Background: an optimization exercise with open tools, aiming at small area. Do not read the settings as production practice.
At most, simulation tests tie the RTL to the original design; equivalence was not proved.
Only the layout flow was run in runs 1 and 2; the RTL was not checked for function there.
No activity file was given, so power comes from the tool's default toggle rates.

**flow/design.v**
```verilog
localparam [12:0]
    START_WALLS_1 = 13'b0110100001111,
    START_WALLS_2 = 13'b0110000001111,
    START_WALLS_3 = 13'b0111000001111;
module Key(i_Clk, i_Rst, i_Push, o_Push, o_fOut);
    input i_Clk, i_Rst;
    input [3:0] i_Push;
    output [3:0] o_Push;
    output o_fOut;
    reg [5:0] c_ClkCnt;
    reg [3:0] c_Pushed;
    wire fLowZero = ~|c_ClkCnt[4:0];
    wire fChanged = |(i_Push ^ c_Pushed);
    wire fLstClk  = c_ClkCnt[5] & fLowZero;
    assign o_Push = ~(i_Push | c_Pushed),
           o_fOut = fLstClk && fChanged && |o_Push;
    always@(posedge i_Clk, negedge i_Rst)
        if(!i_Rst) begin
            c_ClkCnt <= 0;
            c_Pushed <= 0;
        end else begin
            c_ClkCnt <= fChanged ? {c_ClkCnt[4:0], c_ClkCnt[5] ^ c_ClkCnt[4] ^ fLowZero} : 6'd0;
            if (fChanged && fLstClk) c_Pushed <= ~i_Push;
        end
endmodule
module Timer(
    input i_Clk,
    input i_Rst,
    input i_Enable,
    output reg [3:0] o_Sec0, o_Sec1, o_Sec2
);
    localparam [15:0] LST_CLK = 16'h9487;
    reg [15:0] c_ClkCnt;
    wire fLstClk  = c_ClkCnt == LST_CLK;
    wire fLstSec0 = o_Sec0 == 9,
         fLstSec1 = o_Sec1 == 9,
         fLstSec2 = o_Sec2 == 9;
    wire fIncSec1 = fLstClk && fLstSec0,
         fIncSec2 = fIncSec1 && fLstSec1;
    wire fFeedback = ~(c_ClkCnt[15] ^ c_ClkCnt[14] ^ c_ClkCnt[12] ^ c_ClkCnt[3]);
    always@ (posedge i_Clk, negedge i_Rst)
        if (!i_Rst) begin
            o_Sec0   <= 0;
            o_Sec1   <= 0;
            o_Sec2   <= 0;
        end else if (!i_Enable) begin
            o_Sec0   <= 0;
            o_Sec1   <= 0;
            o_Sec2   <= 0;
        end else begin
            if (fLstClk)  o_Sec0 <= fLstSec0 ? 4'd0 : o_Sec0 + 4'd1;
            if (fIncSec1) o_Sec1 <= fLstSec1 ? 4'd0 : o_Sec1 + 4'd1;
            if (fIncSec2) o_Sec2 <= fLstSec2 ? 4'd0 : o_Sec2 + 4'd1;
        end
    always@ (posedge i_Clk)
        c_ClkCnt <= (!i_Enable | fLstClk) ? 16'd0 : {c_ClkCnt[14:0], fFeedback};
endmodule
module FND(i_Data, o_FND);
input	[3:0] i_Data;
output	reg	[6:0] o_FND;	 
always@*
	case(i_Data)
		4'h0	: o_FND = 7'b1000000;
		4'h1	: o_FND = 7'b1111001;
		4'h2	: o_FND = 7'b0100100;
		4'h3	: o_FND = 7'b0110000;
		4'h4	: o_FND = 7'b0011001;
		4'h5	: o_FND = 7'b0010010;
		4'h6	: o_FND = 7'b0000010;
		4'h7	: o_FND = 7'b1011000;
		4'h8	: o_FND = 7'b0000000;
		4'h9	: o_FND = 7'b0011000;
		default	: o_FND = 7'h7f;
	endcase
endmodule
module ClkDiv(
	input Clk,
	input Rst,
	output Clk25m);
	reg r_Clk;
	assign Clk25m = r_Clk;
always@(posedge Clk, negedge Rst)
begin
	if (!Rst)
		r_Clk <= 0;
	else
		r_Clk <= ~r_Clk;
end
endmodule
module Draw (
    input i_Clk, i_Rst,
    input [1:0] i_Level,
    output reg [5:0] o_BlockPos_X,
    output reg [4:0] o_BlockPos_Y,
    output o_Clk, o_blank, o_hsync, o_vsync, o_fDrawDone);
    reg [9:0] r_PixelPos_X, r_PixelPos_Y;
    reg [5:0] r_BorderCnt_X, r_BorderCnt_Y;
    wire halfClk;
    ClkDiv clk25m(i_Clk, i_Rst, halfClk);
    wire [5:0] BlockLast = i_Level == 2'd2 ? 6'd39 :
                          (i_Level == 2'd3 ? 6'd19 :
                          (i_Level == 2'd0 ? 6'd15 : 6'd62));
    wire hBlank    = r_PixelPos_X >= 640,
         vBlank    = r_PixelPos_Y >= 480,
         hDrawDone = r_PixelPos_X == 639,
         vDrawDone = r_PixelPos_Y == 479,
         fBorder_X = r_BorderCnt_X == BlockLast,
         fBorder_Y = r_BorderCnt_Y == BlockLast;
    assign o_Clk       = halfClk,
           o_hsync     = r_PixelPos_X < 656 || r_PixelPos_X >= 752,
           o_vsync     = r_PixelPos_Y < 490 || r_PixelPos_Y >= 492,
           o_blank     = ~(hBlank || vBlank),
           o_fDrawDone = hDrawDone & vDrawDone;
    always@(posedge i_Clk, negedge i_Rst)
        if (!i_Rst) begin
            r_PixelPos_X  <= 0;
            r_PixelPos_Y  <= 0;
            r_BorderCnt_X <= 0;
            r_BorderCnt_Y <= 0;
            o_BlockPos_X  <= 0;
            o_BlockPos_Y  <= 0;
        end else if (!halfClk) begin
            r_PixelPos_X  <= r_PixelPos_X < 800 ? r_PixelPos_X + 10'd1 : 10'd0;
            if (r_PixelPos_X == 799)
                r_PixelPos_Y <= r_PixelPos_Y == 524 ? 10'd0 : r_PixelPos_Y + 10'd1;
            r_BorderCnt_X <= hBlank | fBorder_X ? 6'd0 : r_BorderCnt_X + 6'd1;
            if (hDrawDone)
                r_BorderCnt_Y <= fBorder_Y | vBlank ? 6'd0 : r_BorderCnt_Y + 6'd1;
            o_BlockPos_X  <= hBlank ? 6'd0 : (fBorder_X ? o_BlockPos_X + 6'd1 : o_BlockPos_X);
            o_BlockPos_Y  <= vBlank ? 5'd0 : (hDrawDone & fBorder_Y ? o_BlockPos_Y + 5'd1 : o_BlockPos_Y);
        end
endmodule
module MazeRom(input [1:0] i_Level, input [4:0] i_Y, input [5:0] i_X, output o_Wall);
  wire n0, n1, n2, n3, n4, n5, n6, n7, n8, n9, n10, n11, n12, n13, n14, n15, n16, n17, n18, n19, n20, n21, n22, n23, n24, n25, n26, n27, n28, n29, n30, n31, n32, n33, n34, n35, n36, n37, n38, n39, n40, n41, n42, n43, n44, n45, n46, n47, n48, n49, n50, n51, n52, n53, n54, n55, n56, n57, n58, n59, n60, n61, n62, n63, n64, n65, n66, n67, n68, n69, n70, n71, n72, n73, n74, n75, n76, n77, n78, n79, n80, n81, n82, n83, n84, n85, n86, n87, n88, n89, n90, n91, n92, n93, n94, n95, n96, n97, n98, n99, n100, n101, n102, n103, n104, n105, n106, n107, n108, n109, n110, n111, n112, n113, n114, n115, n116, n117, n118, n119, n120, n121, n122, n123, n124, n125, n126, n127, n128, n129, n130, n131, n132, n133, n134, n135, n136, n137, n138, n139, n140, n141, n142, n143, n144, n145, n146, n147, n148, n149, n150, n151, n152, n153, n154, n155, n156, n157, n158, n159, n160, n161, n162, n163, n164, n165, n166, n167, n168, n169, n170, n171, n172, n173, n174, n175, n176, n177, n178, n179, n180, n181, n182, n183, n184, n185, n186, n187, n188, n189, n190, n191, n192, n193, n194, n195, n196, n197, n198, n199, n200, n201, n202, n203, n204, n205, n206, n207, n208, n209, n210, n211, n212, n213, n214, n215, n216, n217, n218, n219, n220, n221, n222, n223, n224, n225, n226, n227, n228, n229, n230, n231, n232, n233, n234, n235, n236, n237, n238, n239, n240, n241, n242, n243, n244, n245, n246, n247, n248, n249, n250, n251, n252, n253, n254, n255, n256, n257, n258, n259, n260, n261, n262, n263, n264, n265, n266, n267, n268, n269, n270, n271, n272, n273, n274, n275, n276, n277, n278, n279, n280, n281, n282, n283, n284, n285, n286, n287, n288, n289, n290, n291, n292, n293, n294, n295, n296, n297, n298, n299, n300, n301, n302, n303, n304, n305, n306, n307, n308, n309, n310, n311, n312, n313, n314, n315, n316, n317, n318, n319, n320, n321, n322, n323, n324, n325, n326, n327, n328, n329, n330, n331, n332, n333, n334, n335, n336, n337, n338, n339, n340, n341, n342, n343, n344, n345, n346, n347, n348, n349, n350, n351, n352, n353;
  assign n0 = i_Y[1] ? 1'b0 : 1'b1;
  assign n1 = i_X[1] ? 1'b1 : n0;
  assign n2 = i_X[2] ? 1'b1 : n1;
  assign n3 = i_X[2] ? n1 : n0;
  assign n4 = i_X[3] ? n3 : n2;
  assign n5 = i_X[4] ? n4 : 1'b1;
  assign n6 = i_X[5] ? n0 : n5;
  assign n7 = i_X[1] ? n0 : 1'b1;
  assign n8 = i_X[2] ? n7 : 1'b1;
  assign n9 = i_X[3] ? n8 : 1'b1;
  assign n10 = i_Level[1] ? n9 : n6;
  assign n11 = i_X[2] ? n0 : n7;
  assign n12 = i_X[2] ? 1'b1 : n7;
  assign n13 = i_X[3] ? n12 : n11;
  assign n14 = i_X[3] ? 1'b1 : n12;
  assign n15 = i_X[4] ? n14 : n13;
  assign n16 = i_X[5] ? 1'b1 : n15;
  assign n17 = i_X[3] ? 1'b1 : n3;
  assign n18 = i_Level[1] ? n17 : n16;
  assign n19 = i_X[0] ? n18 : n10;
  assign n20 = i_X[3] ? n8 : n7;
  assign n21 = i_X[4] ? n20 : 1'b1;
  assign n22 = i_X[2] ? n0 : n1;
  assign n23 = i_X[3] ? 1'b1 : n22;
  assign n24 = i_X[4] ? 1'b1 : n23;
  assign n25 = i_X[0] ? n24 : n21;
  assign n26 = i_Level[0] ? n25 : n19;
  assign n27 = i_Y[1] ? 1'b1 : 1'b0;
  assign n28 = i_X[1] ? n27 : n0;
  assign n29 = i_X[2] ? n28 : n7;
  assign n30 = i_X[3] ? n29 : 1'b1;
  assign n31 = i_X[1] ? n0 : n27;
  assign n32 = i_X[2] ? n7 : n31;
  assign n33 = i_X[1] ? n27 : 1'b0;
  assign n34 = i_X[1] ? n27 : 1'b1;
  assign n35 = i_X[2] ? n34 : n33;
  assign n36 = i_X[3] ? n35 : n32;
  assign n37 = i_X[4] ? n36 : n30;
  assign n38 = i_X[2] ? 1'b1 : n27;
  assign n39 = i_X[5] ? n38 : n37;
  assign n40 = i_X[3] ? 1'b0 : n7;
  assign n41 = i_Level[1] ? n40 : n39;
  assign n42 = i_X[2] ? n1 : n31;
  assign n43 = i_X[3] ? 1'b1 : n42;
  assign n44 = i_X[4] ? 1'b1 : n43;
  assign n45 = i_X[5] ? 1'b1 : n44;
  assign n46 = i_X[1] ? n0 : 1'b0;
  assign n47 = i_X[2] ? 1'b0 : n46;
  assign n48 = i_X[1] ? 1'b0 : n27;
  assign n49 = i_X[1] ? 1'b1 : n27;
  assign n50 = i_X[2] ? n49 : n48;
  assign n51 = i_X[3] ? n50 : n47;
  assign n52 = i_Level[1] ? n51 : n45;
  assign n53 = i_X[0] ? n52 : n41;
  assign n54 = i_X[1] ? 1'b0 : 1'b1;
  assign n55 = i_X[2] ? n54 : 1'b1;
  assign n56 = i_X[3] ? n55 : 1'b1;
  assign n57 = i_X[2] ? n7 : n48;
  assign n58 = i_X[2] ? n27 : n31;
  assign n59 = i_X[3] ? n58 : n57;
  assign n60 = i_X[4] ? n59 : n56;
  assign n61 = i_X[2] ? n46 : n49;
  assign n62 = i_X[2] ? n1 : 1'b0;
  assign n63 = i_X[3] ? n62 : n61;
  assign n64 = i_X[4] ? 1'b1 : n63;
  assign n65 = i_X[0] ? n64 : n60;
  assign n66 = i_Level[0] ? n65 : n53;
  assign n67 = i_Y[3] ? n66 : n26;
  assign n68 = i_X[2] ? n1 : n7;
  assign n69 = i_X[2] ? n54 : n7;
  assign n70 = i_X[3] ? n69 : n68;
  assign n71 = i_X[1] ? 1'b1 : 1'b0;
  assign n72 = i_X[2] ? 1'b0 : n71;
  assign n73 = i_X[1] ? 1'b0 : n0;
  assign n74 = i_X[3] ? n73 : n72;
  assign n75 = i_X[4] ? n74 : n70;
  assign n76 = i_X[2] ? n73 : n1;
  assign n77 = i_X[5] ? n76 : n75;
  assign n78 = i_X[2] ? n46 : 1'b1;
  assign n79 = i_X[2] ? n48 : n7;
  assign n80 = i_X[3] ? n79 : n78;
  assign n81 = i_X[4] ? n80 : 1'b1;
  assign n82 = i_Level[1] ? n81 : n77;
  assign n83 = i_X[2] ? n0 : 1'b0;
  assign n84 = i_X[2] ? n1 : n46;
  assign n85 = i_X[3] ? n84 : n83;
  assign n86 = i_X[2] ? n0 : 1'b1;
  assign n87 = i_X[2] ? n1 : 1'b1;
  assign n88 = i_X[3] ? n87 : n86;
  assign n89 = i_X[4] ? n88 : n85;
  assign n90 = i_X[5] ? n87 : n89;
  assign n91 = i_X[2] ? n49 : n46;
  assign n92 = i_X[2] ? n48 : n31;
  assign n93 = i_X[3] ? n92 : n91;
  assign n94 = i_X[3] ? 1'b1 : n2;
  assign n95 = i_X[4] ? n94 : n93;
  assign n96 = i_Level[1] ? n95 : n90;
  assign n97 = i_X[0] ? n96 : n82;
  assign n98 = i_X[2] ? n28 : n34;
  assign n99 = i_X[2] ? 1'b0 : n73;
  assign n100 = i_X[3] ? n99 : n98;
  assign n101 = i_X[4] ? 1'b0 : n100;
  assign n102 = i_X[5] ? 1'b0 : n101;
  assign n103 = i_X[2] ? n73 : n33;
  assign n104 = i_X[3] ? n103 : 1'b0;
  assign n105 = i_X[2] ? n28 : n33;
  assign n106 = i_X[2] ? n48 : n28;
  assign n107 = i_X[3] ? n106 : n105;
  assign n108 = i_X[4] ? n107 : n104;
  assign n109 = i_X[2] ? n71 : n54;
  assign n110 = i_X[5] ? n109 : n108;
  assign n111 = i_X[0] ? n110 : n102;
  assign n112 = i_Y[3] ? n111 : n97;
  assign n113 = i_Y[4] ? n112 : n67;
  assign n114 = i_X[2] ? n54 : n1;
  assign n115 = i_X[3] ? n114 : 1'b1;
  assign n116 = i_X[3] ? 1'b1 : n28;
  assign n117 = i_X[4] ? n116 : n115;
  assign n118 = i_X[2] ? n28 : n48;
  assign n119 = i_X[5] ? n118 : n117;
  assign n120 = i_X[2] ? n46 : n54;
  assign n121 = i_X[3] ? n120 : 1'b1;
  assign n122 = i_Level[1] ? n121 : n119;
  assign n123 = i_X[2] ? 1'b1 : n49;
  assign n124 = i_X[2] ? n27 : n34;
  assign n125 = i_X[3] ? n124 : n123;
  assign n126 = i_X[3] ? 1'b1 : n38;
  assign n127 = i_X[4] ? n126 : n125;
  assign n128 = i_X[5] ? 1'b1 : n127;
  assign n129 = i_X[2] ? 1'b1 : n46;
  assign n130 = i_X[3] ? n129 : n28;
  assign n131 = i_Level[1] ? n130 : n128;
  assign n132 = i_X[0] ? n131 : n122;
  assign n133 = i_X[2] ? n73 : 1'b1;
  assign n134 = i_X[3] ? n133 : 1'b1;
  assign n135 = i_X[2] ? n7 : n49;
  assign n136 = i_X[2] ? n31 : n34;
  assign n137 = i_X[3] ? n136 : n135;
  assign n138 = i_X[4] ? n137 : n134;
  assign n139 = i_X[2] ? n31 : n46;
  assign n140 = i_X[3] ? n38 : n139;
  assign n141 = i_X[4] ? 1'b1 : n140;
  assign n142 = i_X[0] ? n141 : n138;
  assign n143 = i_Level[0] ? n142 : n132;
  assign n144 = i_X[2] ? n34 : 1'b1;
  assign n145 = i_X[3] ? n144 : 1'b1;
  assign n146 = i_X[2] ? n7 : n1;
  assign n147 = i_X[3] ? n146 : n31;
  assign n148 = i_X[4] ? n147 : n145;
  assign n149 = i_X[2] ? n34 : n1;
  assign n150 = i_X[5] ? n149 : n148;
  assign n151 = i_X[2] ? n46 : n48;
  assign n152 = i_X[3] ? n118 : n151;
  assign n153 = i_X[4] ? n152 : 1'b1;
  assign n154 = i_Level[1] ? n153 : n150;
  assign n155 = i_X[2] ? n48 : n71;
  assign n156 = i_X[3] ? n123 : n155;
  assign n157 = i_X[4] ? 1'b1 : n156;
  assign n158 = i_X[5] ? 1'b1 : n157;
  assign n159 = i_X[2] ? n7 : n71;
  assign n160 = i_X[2] ? n31 : n49;
  assign n161 = i_X[3] ? n160 : n159;
  assign n162 = i_X[4] ? 1'b1 : n161;
  assign n163 = i_Level[1] ? n162 : n158;
  assign n164 = i_X[0] ? n163 : n154;
  assign n165 = i_Y[3] ? n164 : n143;
  assign n166 = i_X[2] ? 1'b0 : n34;
  assign n167 = i_X[3] ? n166 : n79;
  assign n168 = i_X[4] ? 1'b0 : n167;
  assign n169 = i_X[5] ? 1'b0 : n168;
  assign n170 = i_X[2] ? n31 : n7;
  assign n171 = i_X[2] ? n31 : n54;
  assign n172 = i_X[3] ? n171 : n170;
  assign n173 = i_X[2] ? 1'b0 : n0;
  assign n174 = i_X[2] ? 1'b0 : n48;
  assign n175 = i_X[3] ? n174 : n173;
  assign n176 = i_X[4] ? n175 : n172;
  assign n177 = i_Level[1] ? n176 : n169;
  assign n178 = i_X[2] ? n28 : n71;
  assign n179 = i_X[3] ? 1'b0 : n178;
  assign n180 = i_X[4] ? n179 : 1'b0;
  assign n181 = i_X[5] ? n95 : n180;
  assign n182 = i_X[2] ? n31 : 1'b0;
  assign n183 = i_X[3] ? n91 : n182;
  assign n184 = i_X[4] ? n183 : 1'b0;
  assign n185 = i_Level[1] ? n184 : n181;
  assign n186 = i_X[0] ? n185 : n177;
  assign n187 = i_X[4] ? 1'b0 : n99;
  assign n188 = i_X[5] ? 1'b0 : n187;
  assign n189 = i_X[3] ? n99 : 1'b0;
  assign n190 = i_X[4] ? n189 : 1'b0;
  assign n191 = i_X[5] ? n38 : n190;
  assign n192 = i_X[0] ? n191 : n188;
  assign n193 = i_Y[3] ? n192 : n186;
  assign n194 = i_Y[4] ? n193 : n165;
  assign n195 = i_Y[2] ? n194 : n113;
  assign n196 = i_X[2] ? n27 : n48;
  assign n197 = i_X[3] ? n196 : n171;
  assign n198 = i_X[2] ? 1'b0 : n33;
  assign n199 = i_X[3] ? 1'b0 : n198;
  assign n200 = i_X[4] ? n199 : n197;
  assign n201 = i_X[5] ? 1'b0 : n200;
  assign n202 = i_X[3] ? n174 : n79;
  assign n203 = i_Level[1] ? n202 : n201;
  assign n204 = i_X[2] ? n33 : n73;
  assign n205 = i_X[2] ? n71 : n31;
  assign n206 = i_X[3] ? n205 : n204;
  assign n207 = i_X[4] ? n206 : 1'b0;
  assign n208 = i_X[2] ? n49 : n27;
  assign n209 = i_X[5] ? n208 : n207;
  assign n210 = i_X[2] ? n71 : 1'b0;
  assign n211 = i_X[3] ? n210 : 1'b0;
  assign n212 = i_Level[1] ? n211 : n209;
  assign n213 = i_X[0] ? n212 : n203;
  assign n214 = i_X[2] ? n71 : n34;
  assign n215 = i_X[2] ? n48 : 1'b0;
  assign n216 = i_X[3] ? n215 : n214;
  assign n217 = i_X[4] ? 1'b0 : n216;
  assign n218 = i_X[2] ? n33 : n31;
  assign n219 = i_X[2] ? n71 : n33;
  assign n220 = i_X[3] ? n219 : n218;
  assign n221 = i_X[4] ? n220 : 1'b0;
  assign n222 = i_X[0] ? n221 : n217;
  assign n223 = i_Level[0] ? n222 : n213;
  assign n224 = i_X[3] ? n198 : n54;
  assign n225 = i_X[4] ? 1'b0 : n224;
  assign n226 = i_X[5] ? 1'b0 : n225;
  assign n227 = i_X[3] ? n34 : 1'b1;
  assign n228 = i_Level[1] ? n227 : n226;
  assign n229 = i_X[3] ? n139 : 1'b0;
  assign n230 = i_X[2] ? n46 : n73;
  assign n231 = i_X[3] ? n230 : n171;
  assign n232 = i_X[4] ? n231 : n229;
  assign n233 = i_X[5] ? n210 : n232;
  assign n234 = i_X[3] ? 1'b1 : n208;
  assign n235 = i_Level[1] ? n234 : n233;
  assign n236 = i_X[0] ? n235 : n228;
  assign n237 = i_X[2] ? n1 : n54;
  assign n238 = i_X[2] ? n27 : n1;
  assign n239 = i_X[3] ? n238 : n237;
  assign n240 = i_X[4] ? 1'b0 : n239;
  assign n241 = i_X[3] ? n83 : 1'b0;
  assign n242 = i_X[2] ? n73 : n27;
  assign n243 = i_X[3] ? n214 : n242;
  assign n244 = i_X[4] ? n243 : n241;
  assign n245 = i_X[0] ? n244 : n240;
  assign n246 = i_Level[0] ? n245 : n236;
  assign n247 = i_Y[3] ? n246 : n223;
  assign n248 = i_X[2] ? n27 : n49;
  assign n249 = i_X[3] ? n248 : 1'b1;
  assign n250 = i_X[3] ? n196 : n210;
  assign n251 = i_X[4] ? n250 : n249;
  assign n252 = i_X[2] ? n33 : 1'b0;
  assign n253 = i_X[5] ? n252 : n251;
  assign n254 = i_X[2] ? n27 : 1'b1;
  assign n255 = i_X[2] ? n34 : n28;
  assign n256 = i_X[3] ? n255 : n254;
  assign n257 = i_X[2] ? n48 : n34;
  assign n258 = i_X[3] ? n252 : n257;
  assign n259 = i_X[4] ? n258 : n256;
  assign n260 = i_Level[1] ? n259 : n253;
  assign n261 = i_X[2] ? n48 : n33;
  assign n262 = i_X[2] ? n1 : n27;
  assign n263 = i_X[3] ? n262 : n261;
  assign n264 = i_X[2] ? 1'b1 : n34;
  assign n265 = i_X[2] ? n34 : n49;
  assign n266 = i_X[3] ? n265 : n264;
  assign n267 = i_X[4] ? n266 : n263;
  assign n268 = i_X[5] ? n38 : n267;
  assign n269 = i_X[3] ? n198 : 1'b0;
  assign n270 = i_X[2] ? n34 : n71;
  assign n271 = i_X[3] ? n49 : n270;
  assign n272 = i_X[4] ? n271 : n269;
  assign n273 = i_Level[1] ? n272 : n268;
  assign n274 = i_X[0] ? n273 : n260;
  assign n275 = i_X[2] ? n49 : 1'b1;
  assign n276 = i_X[3] ? n275 : 1'b1;
  assign n277 = i_X[2] ? n31 : n0;
  assign n278 = i_X[3] ? n277 : n136;
  assign n279 = i_X[4] ? n278 : n276;
  assign n280 = i_X[5] ? n36 : n279;
  assign n281 = i_X[2] ? n27 : n33;
  assign n282 = i_X[3] ? n2 : n281;
  assign n283 = i_X[4] ? 1'b1 : n282;
  assign n284 = i_X[5] ? 1'b1 : n283;
  assign n285 = i_X[0] ? n284 : n280;
  assign n286 = i_Y[3] ? n285 : n274;
  assign n287 = i_Y[4] ? n286 : n247;
  assign n288 = i_X[2] ? 1'b0 : n54;
  assign n289 = i_X[3] ? 1'b0 : n288;
  assign n290 = i_X[4] ? 1'b0 : n289;
  assign n291 = i_X[5] ? 1'b0 : n290;
  assign n292 = i_X[2] ? n28 : n54;
  assign n293 = i_X[2] ? n33 : 1'b1;
  assign n294 = i_X[3] ? n293 : n292;
  assign n295 = i_Level[1] ? n294 : n291;
  assign n296 = i_X[2] ? 1'b1 : n73;
  assign n297 = i_X[3] ? n296 : 1'b0;
  assign n298 = i_X[2] ? n54 : n0;
  assign n299 = i_X[3] ? n215 : n298;
  assign n300 = i_X[4] ? n299 : n297;
  assign n301 = i_X[2] ? n71 : 1'b1;
  assign n302 = i_X[5] ? n301 : n300;
  assign n303 = i_X[3] ? n275 : 1'b0;
  assign n304 = i_Level[1] ? n303 : n302;
  assign n305 = i_X[0] ? n304 : n295;
  assign n306 = i_X[3] ? n173 : n98;
  assign n307 = i_X[4] ? 1'b0 : n306;
  assign n308 = i_X[2] ? 1'b1 : 1'b0;
  assign n309 = i_X[3] ? n308 : 1'b0;
  assign n310 = i_X[2] ? n33 : n48;
  assign n311 = i_X[3] ? n91 : n310;
  assign n312 = i_X[4] ? n311 : n309;
  assign n313 = i_X[0] ? n312 : n307;
  assign n314 = i_Level[0] ? n313 : n305;
  assign n315 = i_X[3] ? n288 : n78;
  assign n316 = i_X[4] ? 1'b0 : n315;
  assign n317 = i_X[5] ? 1'b0 : n316;
  assign n318 = i_X[2] ? n33 : n54;
  assign n319 = i_X[2] ? n71 : n73;
  assign n320 = i_X[3] ? n319 : n318;
  assign n321 = i_X[3] ? 1'b0 : n174;
  assign n322 = i_X[4] ? n321 : n320;
  assign n323 = i_Level[1] ? n322 : n317;
  assign n324 = i_X[2] ? n7 : n46;
  assign n325 = i_X[3] ? n50 : n324;
  assign n326 = i_X[4] ? n325 : n211;
  assign n327 = i_X[5] ? n210 : n326;
  assign n328 = i_X[2] ? n49 : n7;
  assign n329 = i_X[3] ? n328 : n114;
  assign n330 = i_X[4] ? n329 : 1'b0;
  assign n331 = i_Level[1] ? n330 : n327;
  assign n332 = i_X[0] ? n331 : n323;
  assign n333 = i_Y[3] ? n332 : n314;
  assign n334 = i_X[2] ? n31 : 1'b1;
  assign n335 = i_X[3] ? n2 : n334;
  assign n336 = i_X[4] ? n335 : n9;
  assign n337 = i_X[5] ? n69 : n336;
  assign n338 = i_X[3] ? n254 : n144;
  assign n339 = i_X[4] ? n338 : 1'b1;
  assign n340 = i_Level[1] ? n339 : n337;
  assign n341 = i_X[2] ? 1'b1 : n71;
  assign n342 = i_X[3] ? n341 : n262;
  assign n343 = i_X[4] ? 1'b1 : n342;
  assign n344 = i_X[5] ? 1'b1 : n343;
  assign n345 = i_X[3] ? n49 : n248;
  assign n346 = i_X[3] ? n123 : n38;
  assign n347 = i_X[4] ? n346 : n345;
  assign n348 = i_Level[1] ? n347 : n344;
  assign n349 = i_X[0] ? n348 : n340;
  assign n350 = i_Y[3] ? 1'b1 : n349;
  assign n351 = i_Y[4] ? n350 : n333;
  assign n352 = i_Y[2] ? n351 : n287;
  assign n353 = i_Y[0] ? n352 : n195;
  assign o_Wall = n353;
endmodule
module Top(
    input i_Clk, i_Rst,
    input [3:0] i_Keyboard,
    output [6:0] o_FND0, o_FND1, o_FND2,
    output [7:0] o_Red, o_Green, o_Blue,
    output o_Clk, o_blank, o_hsync, o_vsync,
    output [1:0] o_LED0,
    output [3:0] o_LED1,
    output [3:0] o_LED2);
localparam [12:0]
    START_WALLS_1 = 13'b0110100001111,
    START_WALLS_2 = 13'b0110000001111,
    START_WALLS_3 = 13'b0111000001111;
    localparam
        IDLE     = 2'b00,
        RUNNING  = 2'b01,
        MOVE     = 2'b10,
        LV_CHECK = 2'b11;
    localparam
        LV_IDLE = 2'd1,
        LV_1    = 2'd2,
        LV_2    = 2'd3,
        LV_3    = 2'd0;
    localparam
        LEFT  = 2'b00,
        UP    = 2'b01,
        DOWN  = 2'b10,
        RIGHT = 2'b11;
    reg [1:0] c_State;
    reg [1:0] c_Level;           
    reg       c_Lag;             
    reg [5:0] c_PlayerPos_X;     
    reg [4:0] c_PlayerPos_Y;     
    reg [1:0] c_NextDirection;
    reg       c_NeedMove;
    reg wC, wL, wU, wD, wR, wLL, wUU, wDD, wRR, wUL, wUR, wDL, wDR;
    wire [3:0] Key_o_Direction;
    wire       Key_o_fOut;
    wire [3:0] Timer_o_Sec0, Timer_o_Sec1, Timer_o_Sec2;
    wire [5:0] BlockPos_X;
    wire [4:0] BlockPos_Y;
    wire       fDrawDone;
    wire       RomWall;
    wire       fRunning = c_State != IDLE;
    Key K0(i_Clk, i_Rst, i_Keyboard, Key_o_Direction, Key_o_fOut);
    Timer T0(i_Clk, i_Rst, fRunning, Timer_o_Sec0, Timer_o_Sec1, Timer_o_Sec2);
    Draw D0(i_Clk, i_Rst, c_Level, BlockPos_X, BlockPos_Y, o_Clk, o_blank, o_hsync, o_vsync, fDrawDone);
    MazeRom R0(c_Level, BlockPos_Y, BlockPos_X, RomWall);
    FND F0(Timer_o_Sec0, o_FND0);
    FND F1(Timer_o_Sec1, o_FND1);
    FND F2(Timer_o_Sec2, o_FND2);
    wire [5:0] dX = BlockPos_X - c_PlayerPos_X;
    wire [4:0] dY = BlockPos_Y - c_PlayerPos_Y;
    wire dXm2 = dX == 6'd62, dXm1 = dX == 6'd63, dX0 = dX == 6'd0, dXp1 = dX == 6'd1, dXp2 = dX == 6'd2;
    wire dYm2 = dY == 5'd30, dYm1 = dY == 5'd31, dY0 = dY == 5'd0, dYp1 = dY == 5'd1, dYp2 = dY == 5'd2;
    wire fPlayer = dX0 & dY0;
    wire fWall   = RomWall & ~c_Lag & (c_Level != LV_IDLE);
    wire fGoal   = (c_Level == LV_1 & BlockPos_X == 6'd14 & BlockPos_Y == 5'd10) |
                   (c_Level == LV_2 & BlockPos_X == 6'd30 & BlockPos_Y == 5'd22) |
                   (c_Level == LV_3 & BlockPos_X == 6'd38 & BlockPos_Y == 5'd28);
    assign o_Red   = {8{fPlayer | fWall}},
           o_Green = {8{fGoal | fWall}},
           o_Blue  = {8{fWall}};
    reg [3:0] LagFree;
    always @*
        case (c_Level)
            LV_2:    LagFree = ~START_WALLS_1[11:8];
            LV_3:    LagFree = ~START_WALLS_2[11:8];
            default: LagFree = 4'b1111;
        endcase
    wire [3:0] Free = c_Lag ? LagFree : ~{wL, wU, wD, wR};
    wire fLeft = Free[3], fUp = Free[2], fDown = Free[1], fRight = Free[0];
    wire fStart   = c_State == IDLE & Key_o_fOut,
         fMove    = c_State == MOVE,
         fLvCheck = c_State == LV_CHECK;
    wire fNeedMove = fRunning & |(Key_o_Direction & Free);
    wire fAtGoal = (c_Level == LV_1 & c_PlayerPos_X == 6'd14 & c_PlayerPos_Y == 5'd10) |
                   (c_Level == LV_2 & c_PlayerPos_X == 6'd30 & c_PlayerPos_Y == 5'd22) |
                   (c_Level == LV_3 & c_PlayerPos_X == 6'd38 & c_PlayerPos_Y == 5'd28);
    wire fLevelUP = fLvCheck & fAtGoal;
    wire fLoad = fStart | fLevelUP;
    reg [12:0] StartWalls;
    always @*
        case (c_Level)
            LV_IDLE: StartWalls = START_WALLS_1;
            LV_1:    StartWalls = START_WALLS_2;
            default: StartWalls = START_WALLS_3;
        endcase
    assign o_LED0 = c_State,
           o_LED1 = i_Keyboard,
           o_LED2 = Free;
    always @(posedge i_Clk, negedge i_Rst)
        if (!i_Rst) begin
            c_State <= IDLE;
            c_Level <= LV_IDLE;
            c_PlayerPos_X   <= 0;
            c_PlayerPos_Y   <= 0;
            c_NeedMove      <= 0;
        end else begin
            if (fLoad) c_Level <= c_Level + 2'd1;
            c_NeedMove <= fNeedMove ? 1'b1 : (fMove ? 1'b0 : c_NeedMove);
            case (c_State)
                IDLE:     if (fStart) c_State <= RUNNING;
                RUNNING:  if (fDrawDone && c_NeedMove) c_State <= MOVE;
                MOVE:     c_State <= LV_CHECK;
                LV_CHECK: c_State <= RUNNING;
            endcase
            if (fLoad) begin
                c_PlayerPos_X <= 1;
                c_PlayerPos_Y <= 1;
            end else if (fMove)
                case (c_NextDirection)
                    LEFT:  c_PlayerPos_X <= c_PlayerPos_X - 6'd1;
                    RIGHT: c_PlayerPos_X <= c_PlayerPos_X + 6'd1;
                    UP:    c_PlayerPos_Y <= c_PlayerPos_Y - 5'd1;
                    DOWN:  c_PlayerPos_Y <= c_PlayerPos_Y + 5'd1;
                endcase
        end
    always @(posedge i_Clk) begin
        c_Lag <= fLoad;
        if (fNeedMove)
            c_NextDirection <= Key_o_Direction[3] ? LEFT :
                              (Key_o_Direction[2] ? UP :
                              (Key_o_Direction[1] ? DOWN : RIGHT));
        if (fLoad)
            {wC, wL, wU, wD, wR, wLL, wUU, wDD, wRR, wUL, wUR, wDL, wDR} <= StartWalls;
        else if (fMove) begin
            case (c_NextDirection)
                LEFT:  {wL, wU, wD, wR} <= {wLL, wUL, wDL, wC};
                RIGHT: {wL, wU, wD, wR} <= {wC, wUR, wDR, wRR};
                UP:    {wL, wU, wD, wR} <= {wUL, wUU, wC, wUR};
                DOWN:  {wL, wU, wD, wR} <= {wDL, wC, wDD, wDR};
            endcase
            {wC, wLL, wUU, wDD, wRR, wUL, wUR, wDL, wDR} <= 0;
        end else if (o_blank) begin
            if (dX0  & dY0 ) wC  <= RomWall;
            if (dXm2 & dY0 ) wLL <= RomWall;
            if (dX0  & dYm2) wUU <= RomWall;
            if (dX0  & dYp2) wDD <= RomWall;
            if (dXp2 & dY0 ) wRR <= RomWall;
            if (dXm1 & dYm1) wUL <= RomWall;
            if (dXp1 & dYm1) wUR <= RomWall;
            if (dXm1 & dYp1) wDL <= RomWall;
            if (dXp1 & dYp1) wDR <= RomWall;
        end
    end
endmodule
```
**flow/flow/run.sh**
```bash
#!/bin/bash
# Layout flow: the standard ORFS flow (standard.sh), changed only in how
# cells are chosen:
#  - synthesis is the standard flow's script (synth_recipe.tcl's steps, same registers),
#    except that ABC maps the logic with an area-oriented script (abc.script)
#    and adders are left to ABC instead of full/half-adder cells;
#    pass-through wires get buf_1 instead of buf_4
#  - ports are buffered with buf_1
#  - clock tree: clkbuf_8 buffers, no dummy loads
# Every tool writes its full log under orfs/logs; make's output is in flow.log.
set -euo pipefail
F=$(cd "$(dirname "${BASH_SOURCE[0]}")" && pwd)
export MY_ABC_SCRIPT=$F/abc.script
bash standard.sh \
  SYNTH_SCRIPT=$F/synth.tcl \
  ADDER_MAP_FILE= \
  "MIN_BUF_CELL_AND_PORTS=sky130_fd_sc_hd__buf_1 A X" \
  "BUFFER_PORTS_ARGS=-buffer_cell sky130_fd_sc_hd__buf_1" \
  "CTS_ARGS=-sink_clustering_enable -repair_clock_nets -buf_list sky130_fd_sc_hd__clkbuf_8 -dont_use_dummy_load" \
  finish > flow.log 2>&1
```
**flow/flow/abc.script**
```
strash
&get -n
&deepsyn -T 120
&dch -f
&nf -p -R 1000 -C 32 -F 8 -A 8
&put
topo
```
**flow/flow/synth.tcl**
```tcl
# synth_recipe.tcl with one change: the abc call uses $MY_ABC_SCRIPT.
proc synth {args} { yosys synth -nofsm -noshare {*}$args }
proc abc {args} {
  set i [lsearch -exact $args -script]
  if { $i >= 0 } { set args [lreplace $args [expr {$i + 1}] [expr {$i + 1}] $::env(MY_ABC_SCRIPT)] }
  yosys abc {*}$args
}
source $::env(SCRIPTS_DIR)/synth.tcl
# left out here: clear keep_hierarchy, flatten, clean up, hide names made inside functions, write 1_2_yosys.v
```
**flow/standard.sh**
```bash
#!/bin/bash
# synth_recipe.tcl (not shown) runs the flow's synth.tcl, then flattens the netlist and writes it again
# the make line also repeats each setting of config.mk as NAME=value (left out here)
make -C /OpenROAD-flow-scripts/flow DESIGN_CONFIG=/design/flow/config.mk WORK_HOME=/design/flow/orfs CLKGATE_MAP_FILE= SYNTH_SCRIPT=/design/flow/synth_recipe.tcl "${@:-finish}"
```
**flow/config.mk**
```make
export PLATFORM = sky130hd
export DESIGN_NAME = Top
export DESIGN_NICKNAME = Top
export VERILOG_FILES = /design/flow/design.v
export SDC_FILE = /design/flow/constraint.sdc
export NUM_CORES = 8
export LEC_CHECK = 0
export CAP_MARGIN = 20
export CORE_MARGIN = 2
export CORE_UTILIZATION = 40
export SLEW_MARGIN = 20
```
**flow/constraint.sdc**
```tcl
create_clock -name core_clock -period 20.0 [get_ports {i_Clk}]
set_input_delay 4.0000 -clock core_clock [delete_from_list [all_inputs] [get_ports {i_Clk}]]
set_output_delay 4.0000 -clock core_clock [all_outputs]
set_load 0.01 [all_outputs]
```
==> metrics.md, run 1 <==
| Metric | Value |
|---|---|
| Post-place instance area | 7900 µm² |
| Syn Nets | 939 |
| Synth Cell Area | approximately 7400 µm² |
| Final Power | 0.764 mW |
| Antenna violation net count after detailed routing | 0 |
| Pin count of the biggest net entering global routing | 46 |
| Inserted Clock Buffers | 17 |
| Post-synthesis cell type count | between 60 and 70 |
| Final Core Density | 45.1% |
| FMAX | 0.113 GHz |
| Root Buffer | clkbuf_8 |
| Leakage | 3.05 nW |
| Synth Warn # | 6 |
| Cell chain of the critical path | clkinv_1 -> nor2_1 -> a2111oi_0 -> a311o_1 -> a221oi_1 -> nor3_1 -> o21ai_0 -> o211ai_1 -> o311ai_0 -> o21ai_0 -> or3_1 -> o21ai_0 -> buf_1 |
| Drt drc | 0 |
| CTS tree | built |
| Vias per inst | 6.12 |
| Most frequent cells in the layout | nor2_1, nand2_1, a21oi_1, dfrtp_1 |
| Max-slew violations | 0 |
| Synth Flop Type | dfrtp_1 |
| Crit Path Class | register to output port |
| Final setup violation count | 0 |
| Status | complete, no violations |
| First-pass GRT wire length | 35.9 mm |
| Synth async-reset ratio | 71.9% |
| Worst Path Required | 16.00 ns |
| Cts hold-fix bufs | 0 |
| Port bufs | between 60 and 70 |
| Grt ovf | 0 |
| Ant. Diodes | 0 |
| Die Ht | 140 µm |
| Clock Tree Buf Depth | 2 |
| Max cap viols | 0 |
| Post-CTS Setup Inserts | 0 |
| Area delta synth->final | 9.93% |
| Vias in the first global route | 6823 |
| Post-synth top area share | 27.4% |
| CP max stage cell | dfrtp_1 |
| Initial core utilization | 41.0% |
| Setup TNS | 0 ns |
| Average size of a mapped cell | 7.93 µm² |
| GPL Wtd Cong | 1.06 |
| WP data arrival | 4.89 ns |
| Unrepaired setup endpoints after global routing | no |
| Top cells by area, synth | dfrtp_1, nor2_1, edfxtp_1 |
| Drt pass-1 iters | 7 |
| Final hold viol count | 0 |
| Syn Inst Count | 933 |
| Die area | 19600 µm² |
| Commonest non-fill, non-tap cell in the layout | nor2_1 |
| Site Rows | 49 |
| Biggest area consumer among synthesized cells | dfrtp_1 |
| Number of antenna violations at the first check in global routing | 0 |
| Finished Cell Area | 8130 µm² |
| Post-synth EDFFs | 15 |
| Detailed Route WL | ~22 mm |
| Post-Route Skew | 0.0220 ns |
| # resized after CTS | 0 |
| Fin crit share | 44.4% |
| Hold Path Class | register to register |
| Iter 0 DRT Violations | between 1000 and 1500 |
| Startpoint Class | register |
| #FFs+latches synth | between 100 and 150 |
| Power per cell area | 94.0 nW/µm² |
| Seq/Total Area, Yosys | roughly 38% |
| Core Box Area | 18000 µm² |
| Die Width | 140 µm |
| Rel. slew slack | roughly a third |
| VDD IR max | 0.0517 mV |
| Most used cell, CP | o21ai_0 |
| Slowest cell delay on critical path | a little over 0.6 ns |
| CTS Sinks | about 110 |
| Fraction of layout cells with a size suffix above 1 | 3.42% |
| CP max FO | 13 |
| Tightest Pin Transition | 0.993 ns |
| Worst-Skew Late Latency | about 0.43 ns |
| Routed len/inst | 18.3 µm |
| Tot GR Track Use | 22.6% |
| Crit path capture type | output port |
| Hpwl dp | 15.9 mm |
| Via count | 7487 |
| Ports | 65 |
| Final nets | 1003 |
| Htree depth | 4 |
| Clock-pin slew on the worst setup and hold paths | about 0.060 ns |
| Period minus WS final | approximately 8.9 ns |
logic make-up (layout without fill, tap and decap cells):
group                     after synthesis  count (layout)  share of synthesized area (%)
muxes                                  10              10                           2.05
buffers and inverters                  54             116                           2.74
AOI/OAI and AO/OA                     266             266                           22.4
DFF                                   114             114                           38.5
xor gates and xnor gates               33              33                           3.91
and+or+nand+nor                       456             456                           30.5
power breakdown:
group	total (mW)	switching, mW	internal, mW	leakage (nW)
combinational	0.272	0.167	0.105	1.61
sequential	0.340	0.0573	0.282	1.32
clock	0.152	0.0777	0.0744	0.122
cells in the mapped netlist (3+ instances only):
cell type  instances
a211oi_1          10
a21o_1             4
a21oi_1           83
a22oi_1            5
a311oi_1           3
a31oi_1           19
a41oi_1            3
and2_0            26
and3_1            18
buf_1             30
clkinv_1          24
dfrtp_1           81
dfxtp_1           17
edfxtp_1          15
mux2i_1            5
mux4_2             4
nand2_1           87
nand2b_1          25
nand3_1           20
nand3b_1           6
nand4_1           12
nor2_1           135
nor2b_1           32
nor3_1            56
nor3b_1            8
nor4_1             4
o2111ai_1          3
o211ai_1           7
o21a_1             5
o21ai_0           63
o221ai_1           4
o22ai_1           16
o311ai_0           7
o31ai_1            4
o32ai_1            4
o41ai_1            8
or2_0             10
or3_1              4
xnor2_1           25
xor2_1             8
critical path: cells and delay by family, from the launching register on:
family | cells | cell delay, ns
AO/OA/AOI/OAI | 8 | 2.11
AND/OR/NAND/NOR | 3 | 1.05
buffers and inverters | 2 | 0.70
flip-flops | 1 | 0.62
layout make-up:
type	count	area [µm²]
multi-input combinational	765	4350
inverter	24	90.1
fill	1869	9900
clock buffer	17	234
tap	229	287
sequential	114	2840
timing repair buffer	75	327
metrics by stage:
step / hold WS, ns / cells / setup WS (ns)
5_1_grt: 0.470 / 1224 / 10.94
3_3_place_gp: 0.431 / 1207 / 11.65
3_5_place_dp: 0.439 / 1207 / 11.63
2_1_floorplan: 0.422 / 933 / 11.88
4_1_cts: 0.456 / 1224 / 11.31
6_report: 0.452 / 1224 / 11.11
final timing paths:
check | from | end | slack [ns] | cells past startpoint
max | D0.o_BlockPos_Y[1]$_DFFE_PN0P_ | o_Green[1] | 11.11 | 13
min | T0.c_ClkCnt[2]$_SDFF_PP0_ | T0.c_ClkCnt[3]$_SDFF_PP0_ | 0.45 | 1
max reg2reg | D0.o_BlockPos_X[3]$_DFFE_PN0P_ | wDL$_DFFE_PP_ | 15.71 | 12
min reg2reg | T0.c_ClkCnt[2]$_SDFF_PP0_ | T0.c_ClkCnt[3]$_SDFF_PP0_ | 0.45 | 1
max in group asynchronous | i_Rst | D0.r_BorderCnt_X[4]$_DFFE_PN0N_ | 15.40 | 2
min in group asynchronous | i_Rst | T0.o_Sec1[3]$_DFFE_PN0P_ | 3.57 | 1
registers in the layout (all words and copies together) (netlist names), 2 cells and up:
name and count:
D0.o_BlockPos_X 6, D0.o_BlockPos_Y 5, D0.r_BorderCnt_X 6, D0.r_BorderCnt_Y 6
D0.r_PixelPos_X 10, D0.r_PixelPos_Y 10, K0.c_ClkCnt 6, K0.c_Pushed 4
T0.c_ClkCnt 16, T0.o_Sec0 4, T0.o_Sec1 4, T0.o_Sec2 4
c_Level 2, c_NextDirection 2, c_PlayerPos_X 6, c_PlayerPos_Y 5
c_State 2
layer usage:
| metal | track usage (%) | vias to the layer above | routed length [µm] |
|---|---|---|---|
| li1 | - | 3547 | - |
| met1 | 31.8 | 3433 | 9970 |
| met2 | 33.4 | 402 | 9530 |
| met3 | 5.13 | 105 | 1880 |
| met4 | 10.1 | 0 | 980 |
| met5 | 0 | - | 0 |
==> run 2, diff against run 1 <==
--- a/flow/config.mk
+++ b/flow/config.mk
@@ -9,3 +9,3 @@
 export CORE_MARGIN = 2
-export CORE_UTILIZATION = 40
+export CORE_UTILIZATION = 65
 export SLEW_MARGIN = 20
==> metrics.md, run 2 <==
| Metric | Value |
|---|---|
| WHS | 0.461 ns |
| Area delta synth->final | 8.27% |
| Power per cell area | 98.2 nW/µm² |
| Syn Inst Count | 933 |
| Period minus WS final | just under 9 ns |
| Tightest Pin Transition | between 1 and 1.5 ns |
| Hold Path Class | register to register |
| Cell chain of the critical path | nor2_1 -> a21boi_0 -> nand2_1 -> a311o_1 -> a221oi_1 -> nor3_1 -> o21ai_0 -> o211ai_1 -> o311ai_0 -> o21ai_0 -> or3_1 -> o21ai_0 -> buf_1 |
| Worst R2R Start | D0.o_BlockPos_X[5]$_DFFE_PN0P_ |
| Average size of a mapped cell | 7.93 µm² |
| Iter 0 DRT Violations | 1502 |
| Crit path capture type | output port |
| Grt ovf | 0 |
| VDD IR max | 0.0967 mV |
| Syn Nets | 939 |
| Initial core utilization | around 67% |
| Post-Route Skew | roughly 0.031 ns |
| Die Ht | 111 µm |
| Setup TNS | 0 ns |
| Top cells by area, synth | dfrtp_1, nor2_1, edfxtp_1 |
| Max cap viols | 0 |
| First-pass GRT wire length | 39.3 mm |
| Synth Warn # | 6 |
| Die area | 12200 µm² |
| Biggest area consumer among synthesized cells | dfrtp_1 |
| Number of antenna violations at the first check in global routing | 0 |
| Worst Path Required | 16.00 ns |
| Post-synth EDFFs | 15 |
| Max-slew violations | 0 |
| Seq/Total Area, Yosys | 38.5% |
| Final nets | 1001 |
| Status | complete, no violations |
| CP max FO | 20 |
| Clock-pin slew on the worst setup and hold paths | 0.08 ns |
| Synth Flop Type | dfrtp_1 |
| Htree depth | 4 |
| Inserted Clock Buffers | 17 |
| GPL Wtd Cong | 1.08 |
| Synth Cell Area | around 7400 µm² |
| Worst-Skew Late Latency | 0.46 ns |
| Routed len/inst | 21.6 µm |
| Core Box Area | ~11000 µm² |
| Drt pass-1 iters | 10 |
| Most flop-heavy register | T0.c_ClkCnt |
| CP Buf/Inv Count | 1 |
| Synth cell count leaders | nor2_1, nand2_1, a21oi_1 |
| Vias per inst | 7.14 |
| # resized after CTS | 0 |
| Placed cells | 1116 |
| Most frequent cell after synthesis | nor2_1 |
| #FFs+latches synth | 114 |
| Final setup violation count | 0 |
| Pin count of the biggest net entering global routing | a little over 80 |
| Port bufs | 64 |
| CP startpoint | D0.o_BlockPos_X[5]$_DFFE_PN0P_ |
| Detailed Route WL | 24.5 mm |
| Leakage | 3.04 nW |
| Hpwl dp | around 16 mm |
| Rel. slew slack | 27.0% |
| Clock Tree Buf Depth | 2 |
| Ports | 65 |
| Fin crit share | 44.8% |
| Startpoint Class | register |
| Commonest non-fill, non-tap cell in the layout | nor2_1 |
| Cts hold-fix bufs | 0 |
| Tot GR Track Use | 39.6% |
| Final Power | 0.786 mW |
| Final hold viol count | 0 |
| Site Rows | 38 |
| Ant. Diodes | 0 |
| Top delay family on crit path | compound AO/OA/AOI/OAI gates |
| Largest registers | T0.c_ClkCnt (16), D0.r_PixelPos_X (10), D0.r_PixelPos_Y (10) |
| Hold Crit Start | T0.c_ClkCnt[2]$_SDFF_PP0_ |
| Post-synthesis cell type count | about 60 |
| Die Width | between 100 and 150 µm |
| Max FFs per register | 16 |
| CTS Sinks | around 110 |
| Unrepaired setup endpoints after global routing | no |
| Root Buffer | clkbuf_8 |
| CTS tree | built |
| Crit Path Class | register to output port |
| Vias in the first global route | 7691 |
| Synth async-reset ratio | 71.9% |
| Non-filler instance count after layout | around 1100 |
| Most used cell, CP | o21ai_0 |
| Antenna violation net count after detailed routing | 0 |
| FMAX | 0.112 GHz |
| Post-synth top area share | 27.4% |
| CP max stage cell | nor2_1 |
| Slowest cell delay on critical path | 0.74 ns |
| WP data arrival | approximately 5 ns |
| Most frequent cells in the layout | nor2_1, nand2_1, a21oi_1, dfrtp_1 |
| Drt drc | 0 |
| Via count | between 8000 and 9000 |
| Fraction of layout cells with a size suffix above 1 | 3.22% |
| Post-CTS Setup Inserts | 0 |
-- run 2: cell counts after synthesis --
No cell type changed its count.
-- run 2: metrics by stage --
step           worst slack (ns)  instance area (µm²)  util, %
4_1_cts                   11.22                 8000     72.9
3_5_place_dp              11.61                 7770     70.7
6_report                  11.05                 8010     72.9
5_1_grt                   10.82                 8010     72.9
3_3_place_gp              11.65                 7770     70.7
2_1_floorplan             11.88                 7390        -
-- run 2: where the power goes --
group	switching (mW)	total [mW]	internal (mW)
registers	0.0723	0.355	0.282
logic	0.173	0.277	0.104
clock network	0.0801	0.154	0.0741
-- run 2: cell families (layout without fill, tap and decap cells) --
| family | after synthesis | count (layout) | synth area share [%] |
|---|---|---|---|
| XOR/XNOR | 33 | 33 | 3.91 |
| buffers and inverters | 54 | 114 | 2.74 |
| AND/OR/NAND/NOR | 456 | 456 | 30.5 |
| multiplexers | 10 | 10 | 2.05 |
| flip-flops | 114 | 114 | 38.5 |
| AO/OA/AOI/OAI | 266 | 266 | 22.4 |
-- run 2: final cells by class --
cell class              count  area [µm²]
clock buffers              17         234
fillers                   777        2980
inverters                  24        90.1
multi-input cells         765        4350
flip-flops and latches    114        2840
well taps                 140         175
repair buffers             73         315
-- run 2: final timing paths --
check / endpoint / slack [ns] / cells after the start
hold / removal: T0.c_ClkCnt[3]$_SDFF_PP0_ / 0.46 / 1
setup reg to reg: wDL$_DFFE_PP_ / 15.65 / 12
max in group asynchronous: D0.r_PixelPos_Y[2]$_DFFE_PN0P_ / 15.75 / 2
hold reg to reg: T0.c_ClkCnt[3]$_SDFF_PP0_ / 0.46 / 1
setup / recovery: o_Green[7] / 11.05 / 13
min in group asynchronous: T0.o_Sec0[2]$_DFFE_PN0P_ / 3.72 / 2
-- run 2: metal layers --
metal	GRT usage, %	share of wire [%]	up-vias
met5	0	0	-
met4	23.8	6.4	0
met3	8.86	11	189
met2	62.7	46	638
met1	49.8	36	3713
li1	-	-	3548
==> run 3, diff against run 2 <==
--- a/flow/design.v
+++ b/flow/design.v
@@ -45,2 +45,3 @@
             o_Sec2   <= 0;
+            c_ClkCnt <= 0;
         end else if (!i_Enable) begin
@@ -49,3 +50,5 @@
             o_Sec2   <= 0;
+            c_ClkCnt <= 0;
         end else begin
+            c_ClkCnt <= fLstClk ? 16'd0 : {c_ClkCnt[14:0], fFeedback};
             if (fLstClk)  o_Sec0 <= fLstSec0 ? 4'd0 : o_Sec0 + 4'd1;
@@ -54,4 +57,2 @@
         end
-    always@ (posedge i_Clk)
-        c_ClkCnt <= (!i_Enable | fLstClk) ? 16'd0 : {c_ClkCnt[14:0], fFeedback};
 endmodule
@@ -585,2 +586,3 @@
             c_Level <= LV_IDLE;
+            c_Lag   <= 0;
             c_PlayerPos_X   <= 0;
@@ -588,5 +590,12 @@
             c_NeedMove      <= 0;
+            c_NextDirection <= 0;
+            {wC, wL, wU, wD, wR, wLL, wUU, wDD, wRR, wUL, wUR, wDL, wDR} <= 0;
         end else begin
+            c_Lag <= fLoad;
             if (fLoad) c_Level <= c_Level + 2'd1;
             c_NeedMove <= fNeedMove ? 1'b1 : (fMove ? 1'b0 : c_NeedMove);
+            if (fNeedMove)
+                c_NextDirection <= Key_o_Direction[3] ? LEFT :
+                                  (Key_o_Direction[2] ? UP :
+                                  (Key_o_Direction[1] ? DOWN : RIGHT));
             case (c_State)
@@ -600,38 +609,35 @@
                 c_PlayerPos_Y <= 1;
-            end else if (fMove)
+                {wC, wL, wU, wD, wR, wLL, wUU, wDD, wRR, wUL, wUR, wDL, wDR} <= StartWalls;
+            end else if (fMove) begin
                 case (c_NextDirection)
-                    LEFT:  c_PlayerPos_X <= c_PlayerPos_X - 6'd1;
-                    RIGHT: c_PlayerPos_X <= c_PlayerPos_X + 6'd1;
-                    UP:    c_PlayerPos_Y <= c_PlayerPos_Y - 5'd1;
-                    DOWN:  c_PlayerPos_Y <= c_PlayerPos_Y + 5'd1;
+                    LEFT: begin
+                        c_PlayerPos_X <= c_PlayerPos_X - 6'd1;
+                        {wL, wU, wD, wR} <= {wLL, wUL, wDL, wC};
+                    end
+                    RIGHT: begin
+                        c_PlayerPos_X <= c_PlayerPos_X + 6'd1;
+                        {wL, wU, wD, wR} <= {wC, wUR, wDR, wRR};
+                    end
+                    UP: begin
+                        c_PlayerPos_Y <= c_PlayerPos_Y - 5'd1;
+                        {wL, wU, wD, wR} <= {wUL, wUU, wC, wUR};
+                    end
+                    DOWN: begin
+                        c_PlayerPos_Y <= c_PlayerPos_Y + 5'd1;
+                        {wL, wU, wD, wR} <= {wDL, wC, wDD, wDR};
+                    end
                 endcase
+                {wC, wLL, wUU, wDD, wRR, wUL, wUR, wDL, wDR} <= 0;
+            end else if (o_blank) begin
+                if (dX0  & dY0 ) wC  <= RomWall;
+                if (dXm2 & dY0 ) wLL <= RomWall;
+                if (dX0  & dYm2) wUU <= RomWall;
+                if (dX0  & dYp2) wDD <= RomWall;
+                if (dXp2 & dY0 ) wRR <= RomWall;
+                if (dXm1 & dYm1) wUL <= RomWall;
+                if (dXp1 & dYm1) wUR <= RomWall;
+                if (dXm1 & dYp1) wDL <= RomWall;
+                if (dXp1 & dYp1) wDR <= RomWall;
+            end
         end
-    always @(posedge i_Clk) begin
-        c_Lag <= fLoad;
-        if (fNeedMove)
-            c_NextDirection <= Key_o_Direction[3] ? LEFT :
-                              (Key_o_Direction[2] ? UP :
-                              (Key_o_Direction[1] ? DOWN : RIGHT));
-        if (fLoad)
-            {wC, wL, wU, wD, wR, wLL, wUU, wDD, wRR, wUL, wUR, wDL, wDR} <= StartWalls;
-        else if (fMove) begin
-            case (c_NextDirection)
-                LEFT:  {wL, wU, wD, wR} <= {wLL, wUL, wDL, wC};
-                RIGHT: {wL, wU, wD, wR} <= {wC, wUR, wDR, wRR};
-                UP:    {wL, wU, wD, wR} <= {wUL, wUU, wC, wUR};
-                DOWN:  {wL, wU, wD, wR} <= {wDL, wC, wDD, wDR};
-            endcase
-            {wC, wLL, wUU, wDD, wRR, wUL, wUR, wDL, wDR} <= 0;
-        end else if (o_blank) begin
-            if (dX0  & dY0 ) wC  <= RomWall;
-            if (dXm2 & dY0 ) wLL <= RomWall;
-            if (dX0  & dYm2) wUU <= RomWall;
-            if (dX0  & dYp2) wDD <= RomWall;
-            if (dXp2 & dY0 ) wRR <= RomWall;
-            if (dXm1 & dYm1) wUL <= RomWall;
-            if (dXp1 & dYm1) wUR <= RomWall;
-            if (dXm1 & dYp1) wDL <= RomWall;
-            if (dXp1 & dYp1) wDR <= RomWall;
-        end
-    end
 endmodule
--- a/flow/config.mk
+++ b/flow/config.mk
@@ -9,3 +9,3 @@
 export CORE_MARGIN = 2
-export CORE_UTILIZATION = 65
+export CORE_UTILIZATION = 40
 export SLEW_MARGIN = 20
==> metrics.md, run 3 <==
| Metric | Value |
|---|---|
| Period minus WS final | approximately 8.5 ns |
| Most flop-heavy register | T0.c_ClkCnt |
| Average size of a mapped cell | 7.95 µm² |
| Port bufs | 64 |
| Final setup violation count | 0 |
| CP max stage cell | a31oi_1 |
| Ant. Diodes | 0 |
| Final Core Density | 44.5% |
| Crit Path Class | register to output port |
| Drt drc | 0 |
| Seq/Total Area, Yosys | a little under two fifths |
| Power per cell area | 87.2 nW/µm² |
| Post-synth EDFFs | 0 |
| Commonest non-fill, non-tap cell in the layout | nor2_1 |
| Synth Warn # | 6 |
| Worst-Skew Late Latency | roughly 0.42 ns |
| Cell chain of the critical path | buf_4 -> clkinv_1 -> nor2_1 -> nand2b_1 -> o21ai_0 -> a31oi_1 -> o2111ai_1 -> and4_1 -> o311ai_0 -> a21oi_1 -> a31oi_1 -> nand2_1 -> o41ai_1 -> buf_1 |
| Hpwl dp | 15.5 mm |
| Root Buffer | clkbuf_8 |
| Highest routed layer | met4 |
| Post-Route Skew | 0.0225 ns |
| Most frequent cell after synthesis | nor2_1 |
| Inserted Clock Buffers | 17 |
| Synth async-reset ratio | 100% |
| Met2 wire len | 9.83 mm |
| Biggest area consumer among synthesized cells | dfrtp_1 |
| Post-Route M1 WL | 10.1 mm |
| Most used cell, CP | a31oi_1 |
| Post-CTS Setup Inserts | 0 |
| Site Rows | 50 |
| FMAX | 0.118 GHz |
| Syn Inst Count | about 940 |
| Final hold viol count | 0 |
| Status | complete, no violations |
| Fin crit share | 42.4% |
| Via count | 7421 |
| Max-slew violations | 0 |
| Clock-pin slew on the worst setup and hold paths | ~0.07 ns |
| Routed len/inst | 17.8 µm |
| Vias in the first global route | 6880 |
| Die area | around 20000 µm² |
| Syn Nets | 950 |
| Post-synthesis cell type count | 58 |
| #FFs+latches synth | 114 |
| WHS | 0.474 ns |
| Ports | 65 |
| Max cap viols | 0 |
| Antenna violation net count after detailed routing | 0 |
| Leakage | 3.27 nW |
| Hold Path Class | register to register |
| # resized after CTS | 0 |
| WL met3 | 1.63 mm |
| Most frequent cells in the layout | nor2_1, dfrtp_1, a21oi_1, nand2_1, buf_1 |
| Fraction of layout cells with a size suffix above 1 | ~3.2% |
| Htree depth | 4 |
| Largest registers | T0.c_ClkCnt (16), D0.r_PixelPos_X (10), D0.r_PixelPos_Y (10) |
| Die Width | 141 µm |
| Core Box Area | 18600 µm² |
| Detailed Route WL | 22.1 mm |
| Cts hold-fix bufs | 0 |
| Vias per inst | roughly 6.0 |
| Die Ht | 141 µm |
| Number of antenna violations at the first check in global routing | 0 |
| Rel. slew slack | roughly a third |
| Startpoint Class | register |
| Final nets | 1016 |
| CTS Sinks | 114 |
| Setup TNS | 0 ns |
| Synth Flop Type | dfrtp_1 |
| Grt ovf | 0 |
| CP max FO | 22 |
| Synth Cell Area | 7510 µm² |
| Area delta synth->final | 10.1% |
| Pin count of the biggest net entering global routing | 73 |
| First-pass GRT wire length | 35.9 mm |
| Crit path capture type | output port |
| Iter 0 DRT Violations | 902 |
| Unrepaired setup endpoints after global routing | no |
| Non-filler instance count after layout | 1242 |
| Post-synth top area share | 37.7% |
| GPL Wtd Cong | 0.991 |
| WP data arrival | 4.48 ns |
| Tightest Pin Transition | roughly 0.97 ns |
| Drt pass-1 iters | 5 |
| Initial core utilization | 40.4% |
| Synth cell count leaders | nor2_1, dfrtp_1, a21oi_1 |
| Tot GR Track Use | 22.3% |
| Placed cells | 1225 |
| VDD IR max | roughly 0.041 mV |
| Top cells by area, synth | dfrtp_1, nor2_1, a21oi_1 |
| Worst Path Required | between 15 and 20 ns |
| Max FFs per register | 16 |
| Slowest cell delay on critical path | ~0.47 ns |
| CTS tree | built |
| Clock Tree Buf Depth | 2 |
run 3: cell count changes after synthesis, sizes merged, moves of 7 or more:
cell | previous run | this run
and2 | 26 | 19
edfxtp | 15 | 0
dfxtp | 17 | 0
clkinv | 24 | 16
nand2 | 87 | 80
nand3 | 20 | 34
dfrtp | 81 | 113
run 3: final cells by class:
class                      count  area (µm²)
tap                          234         293
clock buffer                  17         234
multi-input combinational    784        4480
sequential                   114        2850
inverter                      16        60.1
fill                        1850       10300
timing repair buffer          77         342
run 3: cell families (layout without fill, tap and decap cells):
logic type	Yosys count	in the layout	share of synthesized area, %
AND/OR/NAND/NOR	463	463	30.9
flip-flops	114	114	38.0
multiplexers	13	13	1.80
buffers and inverters	46	110	2.30
XOR/XNOR	39	39	4.55
AO/OA/AOI/OAI	269	269	22.4
run 3: power by group:
group          total (mW)  internal (mW)  switching, mW
clock               0.152         0.0745         0.0776
sequential          0.298          0.260         0.0382
combinational       0.270         0.0959          0.174
run 3: critical path, delay by kind of cell, from the launching register on:
| kind | cells | cell delay (ns) |
|---|---|---|
| AO/OA/AOI/OAI | 7 | 1.63 |
| buffers and inverters | 3 | 0.88 |
| flip-flops | 1 | 0.40 |
| AND/OR/NAND/NOR | 4 | 1.12 |
run 3: worst paths after layout:
check                                          startpoint                        endpoint  slack (ns)  depth (start not counted)
min                              T0.c_ClkCnt[2]$_DFF_PN0_        T0.c_ClkCnt[3]$_DFF_PN0_        0.47                          1
max reg2reg                D0.o_BlockPos_X[1]$_DFFE_PN0P_                 wDL$_DFFE_PN0P_       16.14                         13
max in group asynchronous                           i_Rst  c_NextDirection[1]$_DFFE_PN0P_       15.05                          2
min in group asynchronous                           i_Rst       T0.c_ClkCnt[14]$_DFF_PN0_        3.60                          1
max                        D0.o_BlockPos_X[1]$_DFFE_PN0P_                      o_Green[2]       11.52                         14
min reg2reg                      T0.c_ClkCnt[2]$_DFF_PN0_        T0.c_ClkCnt[3]$_DFF_PN0_        0.47                          1
run 3: through the flow:
step	area [µm²]	total power, mW	setup WS [ns]
3_3_place_gp	8030	0.568	11.65
6_report	8260	0.721	11.52
3_5_place_dp	8030	0.566	11.63
5_1_grt	8260	0.766	11.20
2_1_floorplan	7510	0.483	11.88
4_1_cts	8260	0.722	11.58
run 3: per-layer routing:
metal	up-vias	global-route usage, %
met5	-	0
met4	0	8.00
met3	48	5.30
met2	313	33.8
met1	3462	31.1
li1	3598	-

## separate check: timing with driven ports
The results above use ideal ports. As a check the final layouts listed here were re-extracted and re-timed, cells and wires unchanged. Step 1: set_driving_cell puts a clkbuf_16 on i_Clk and a buf_2 on each other input, an assumption about the parent block. Step 2, shift: input delay + t, output delay - t, t = (earliest + latest rising clock arrival at the registers) / 2. This alone moves slack from input paths to output paths. Slacks: ideal ports / drivers / drivers and shift; pairs: ideal ports / drivers.
run	t (ns)	slack for setup (ns)	hold WS [ns]	worst data-port slew with drivers (ns)
run 1	0.455	11.112 / 11.075 / 11.530	0.452 / 0.452 / 0.452	0.03
run 2	0.485	11.050 / 11.008 / 11.493	0.461 / 0.461 / 0.461	0.04
run 3	0.447	11.522 / 11.486 / 11.614	0.474 / 0.474 / 0.474	0.03
After both steps setup and hold are still met in every run listed.
